This is an optimization exercise on Yosys and OpenROAD, whose aim is small area, a short achievable clock period and few clock cycles per item, not a production implementation.
The RTL was checked by simulation tests, not by an equivalence proof against the original design.

## 07-21
// exprgrad_matmul
module exprgrad_matmul(
  input  wire        clock,
  input  wire        reset,
  input  wire        start,
  input  wire        wr_en,
  input  wire        wr_sel,
  input  wire [3:0]  wr_addr,
  input  wire [15:0] wr_data,
  input  wire [3:0]  rd_addr,
  output wire [15:0] rd_data,
  output wire        done
);
  reg [15:0] ma  [0:15];    
  reg [15:0] mb  [0:15];    
  reg [15:0] mc  [0:15];    
  reg [15:0] acc [0:15];    
  reg        busy;          
  reg        done_r;
  reg        slow;          
  reg [3:0]  rp;            
  reg [15:0] mask;          
  reg        poison;        
  reg [3:0]  empty;         
  reg        v0;
  reg [1:0]  j0;
  reg [3:0]  cs [0:3];      
  reg [7:0]  b_one, b_two, b_neg;    
  reg [15:0] a0 [0:3];      
  reg        fin0;
  reg        copy;          
  wire ready = ~busy;
  wire we    = wr_en & ready;
  wire we_a  = we & ~wr_sel;
  wire we_b  = we & wr_sel;
  wire go    = start & ready;
  wire fast  = ~poison & (&mask) & ~wr_en;
  wire [3:0] sel = slow ? rp : wr_addr;    
  integer i, n;
  wire [15:0] din = slow ? mb[rp] : wr_data;
  reg  [7:0]  e_one, e_two, e_neg;
  always @* begin
    for (i = 0; i < 8; i = i + 1) begin : enc
      reg bm1, bb0, bb1;
      bm1 = (i == 0) ? 1'b0 : din[2*i-1];
      bb0 = din[2*i];
      bb1 = din[2*i+1];
      e_one[i] = bb0 ^ bm1;
      e_two[i] = (bb1 & ~bb0 & ~bm1) | (~bb1 & bb0 & bm1);
      e_neg[i] = bb1 & ~(bb0 & bm1);
    end
  end
  wire [15:0] mac_y [0:3];
  genvar g;
  ...
Size: roughly 46 I/O pins.
==> flow/config.mk <==
export PLATFORM = sky130hd
export DESIGN_NAME = exprgrad_matmul
export DESIGN_NICKNAME = exprgrad_matmul
export VERILOG_FILES = /design/flow/design.v
export SDC_FILE = /design/flow/constraint.sdc
export NUM_CORES = 4
export LEC_CHECK = 0
export CAP_MARGIN = 20
export CORE_MARGIN = 2
export CORE_UTILIZATION = 60
export CTS_BUF_LIST = sky130_fd_sc_hd__clkbuf_4 sky130_fd_sc_hd__clkbuf_8
export CTS_CLUSTER_DIAMETER = 50
export CTS_CLUSTER_SIZE = 16
export PLACE_DENSITY = 0.75
export SETUP_SLACK_MARGIN = 5.0
export SLEW_MARGIN = 20
==> flow/constraint.sdc <==
create_clock -name core_clock -period 11.0 [get_ports {clock}]
set_input_delay 2.2000 -clock core_clock [delete_from_list [all_inputs] [get_ports {clock}]]
set_output_delay 2.2000 -clock core_clock [all_outputs]
set_load 0.01 [all_outputs]
standard.sh (not shown) runs the stock make flow with config.mk's settings and CLKGATE_MAP_FILE= SYNTH_SCRIPT=/design/flow/synth_recipe.tcl, a recipe that flattens the netlist after the stock synthesis.
==> flow/flow/run.sh <==
#!/bin/bash
# Standard synthesis, then polfix.py removes inverters around the full adders
# (polarity flips of self-dual full adders, no register touched), then the rest
# of the standard flow from the rewritten netlist.
set -euo pipefail
res=orfs/results/${FLOW_PLATFORM}/exprgrad_matmul/base
bash standard.sh synth > synth.log 2>&1
cp "$res/1_2_yosys.v" yosys_standard.v
python3 flow/polfix.py yosys_standard.v "$res/1_2_yosys.v" > polfix.log 2>&1
rm -f "$res/1_synth.odb" "$res/1_synth.sdc"
bash standard.sh finish > finish.log 2>&1
Other scripts of this flow, unchanged in this note and not shown: flow/flow/polfix.py
Testbench counts of 07-21, summed over its fixed seeds: cycles 1,740, jobs 48.
For 12-06, these inputs were changed with respect to 07-21:
# 07-21
export LEC_CHECK = 0
export CAP_MARGIN = 20
export CORE_MARGIN = 2
export CORE_UTILIZATION = 60
export CTS_BUF_LIST = sky130_fd_sc_hd__clkbuf_4 sky130_fd_sc_hd__clkbuf_8
export CTS_CLUSTER_DIAMETER = 50
export CTS_CLUSTER_SIZE = 16
export PLACE_DENSITY = 0.75
export SETUP_SLACK_MARGIN = 5.0
export SLEW_MARGIN = 20
create_clock -name core_clock -period 11.0 [get_ports {clock}]
# 12-06
export LEC_CHECK = 0
export CAP_MARGIN = 20
export CORE_MARGIN = 2
export CORE_UTILIZATION = 55
export CTS_BUF_LIST = sky130_fd_sc_hd__clkbuf_4 sky130_fd_sc_hd__clkbuf_8
export CTS_CLUSTER_DIAMETER = 50
export CTS_CLUSTER_SIZE = 16
export PLACE_DENSITY = 0.7
export SETUP_SLACK_MARGIN = 5.0
export SLEW_MARGIN = 20
create_clock -name core_clock -period 11.0 [get_ports {clock}]
Compared with 07-21, detailed-route wire length in 12-06 increased slightly. Diff 07-21..12-06 | number of buffers on the longest clock path | unchanged. From 07-21 to 12-06 the numbers moved as follows: portion of the clock cycle consumed by the worst path in the final layout down 0.99 points; core utilization has decreased; largest fanout of any net on the critical path dropped 8; via count went down about 1.9%. On sequential share of layout area, 07-21 tracks 12-06 almost exactly.

---

exprgrad_matmul, a different RTL version from the one above (not shown whole).
For scale: roughly 4,600 cells after synthesis, ~1,100 flip-flops, roughly 46 I/O pins.
## exprgrad_matmul
module exprgrad_matmul(
  input  wire        clock,
  input  wire        reset,
  input  wire        start,
  input  wire        wr_en,
  input  wire        wr_sel,
  input  wire [3:0]  wr_addr,
  input  wire [15:0] wr_data,
  input  wire [3:0]  rd_addr,
  output wire [15:0] rd_data,
  output wire        done
);
Settings: LEC_CHECK=0, CAP_MARGIN=20, CORE_MARGIN=2, CORE_UTILIZATION=55, CTS_BUF_LIST=sky130_fd_sc_hd__clkbuf_4 sky130_fd_sc_hd__clkbuf_8, PLACE_DENSITY=0.7, SETUP_SLACK_MARGIN=5.0, SLEW_MARGIN=20; clock period 11.0 ns.
run.sh (not shown) runs the stock make flow with config.mk's settings and CLKGATE_MAP_FILE= SYNTH_SCRIPT=/design/flow/synth_recipe.tcl, a recipe that flattens the netlist after the stock synthesis.
Stock flow here: none of the scripts above is used.
The baseline finished with timing, DRC and antenna clean.
Testbench counts at the start, summed over its fixed seeds: cycles 1,740, jobs 48.
Rerun with:
- CTS_CLUSTER_DIAMETER: not set -> 50
- CTS_CLUSTER_SIZE: not set -> 16
What happened: Global-route usage falls by 0.11 points. Cell area drops by a few percent. Via count went down slightly. Setup slack gets better by 57 ps. Routed wire length is lower slightly. Non-clock buffer count shrinks by 2. Utilization falls by 1.5 points.

---

== violet ==
exprgrad_matmul with an RTL version that a note above also has.
Size: ~46 I/O pins, about 63000 um^2 of cells after synthesis.
Settings: LEC_CHECK=0, CAP_MARGIN=10, CORE_MARGIN=2, CORE_UTILIZATION=55, CTS_BUF_LIST=sky130_fd_sc_hd__clkbuf_4 sky130_fd_sc_hd__clkbuf_8, CTS_CLUSTER_DIAMETER=50, CTS_CLUSTER_SIZE=16, PLACE_DENSITY=0.7, SETUP_SLACK_MARGIN=5.0, SLEW_MARGIN=10; clock period 11.0 ns.
standard.sh (not shown) runs the stock make flow with config.mk's settings and CLKGATE_MAP_FILE= SYNTH_SCRIPT=/design/flow/synth_recipe.tcl, a recipe that flattens the netlist after the stock synthesis.
==> flow/flow/run.sh <==
#!/bin/bash
# Standard synthesis, then polfix.py removes inverters around the full adders
# (polarity flips of self-dual full adders, no register touched), then the rest
# of the standard flow from the rewritten netlist, with repair aiming at a
# setup slack of 5.4 ns.
set -euo pipefail
res=orfs/results/${FLOW_PLATFORM}/exprgrad_matmul/base
bash standard.sh synth > synth.log 2>&1
cp "$res/1_2_yosys.v" yosys_standard.v
python3 flow/polfix.py yosys_standard.v "$res/1_2_yosys.v" > polfix.log 2>&1
rm -f "$res/1_synth.odb" "$res/1_synth.sdc"
bash standard.sh SETUP_SLACK_MARGIN=5.4 finish > finish.log 2>&1
Other scripts of this flow, unchanged in this note and not shown: flow/flow/polfix.py
Testbench counts of violet, summed over its fixed seeds: cycles 1,740, jobs 48.
[inputs] juniper vs violet
diff --git a/flow/flow/run.sh b/flow/flow/run.sh
--- a/flow/flow/run.sh
+++ b/flow/flow/run.sh
@@ -3,4 +3,3 @@
 # (polarity flips of self-dual full adders, no register touched), then the rest
-# of the standard flow from the rewritten netlist, with repair aiming at a
-# setup slack of 5.4 ns.
+# of the standard flow from the rewritten netlist.
 set -euo pipefail
@@ -11,2 +10,2 @@
 rm -f "$res/1_synth.odb" "$res/1_synth.sdc"
-bash standard.sh SETUP_SLACK_MARGIN=5.4 finish > finish.log 2>&1
+bash standard.sh finish > finish.log 2>&1
Findings:
Summary of juniper over violet: core utilization saw a decrease, number of non-clock inverters saw little to no change, via count normalized by instance count saw a decrease. The higher number of buffers outside the clock class in the layout of juniper and violet is in violet.

## what the ideal ports hide
Ports are ideal in the flow. The routed layouts listed here were re-timed in OpenROAD.
Step 1: set_driving_cell puts a clkbuf_16 on clock and a buf_2 on each other input, an assumption about the parent block.
Step 2 times the ports against the registers' clock, not the clock port: input delays grow and output delays shrink by t, the midpoint of the rising clock arrivals with the driver on.
Three values: ideal ports, drivers, drivers and shift; two values: the first two.
run	t (ns)	slack for setup (ns)	hold slack, ns	worst setup path at the end	worst data-port slew with drivers (ns)
07-21	0.857	4.875 / 4.835 / 4.835	0.426 / 0.426 / 0.426	input to output	0.07
12-06	0.871	4.983 / 4.941 / 4.941	0.417 / 0.417 / 0.417	input to output	0.04
the first run of note 2	0.933	4.901 / 4.847 / 4.847	0.434 / 0.434 / 0.434	input to output	0.07
the second run of note 2	0.845	4.958 / 4.902 / 4.902	0.430 / 0.430 / 0.430	input to output	0.06
violet	0.865	5.028 / 4.973 / 4.973	0.433 / 0.433 / 0.433	input to output	0.08
juniper	0.874	5.046 / 4.982 / 4.982	0.421 / 0.421 / 0.421	input to output	0.06
After both steps setup and hold are still met in every run listed. For juniper, which loses most, drivers alone change the setup slack by -0.064 ns; drivers and shift together by -0.064 ns.
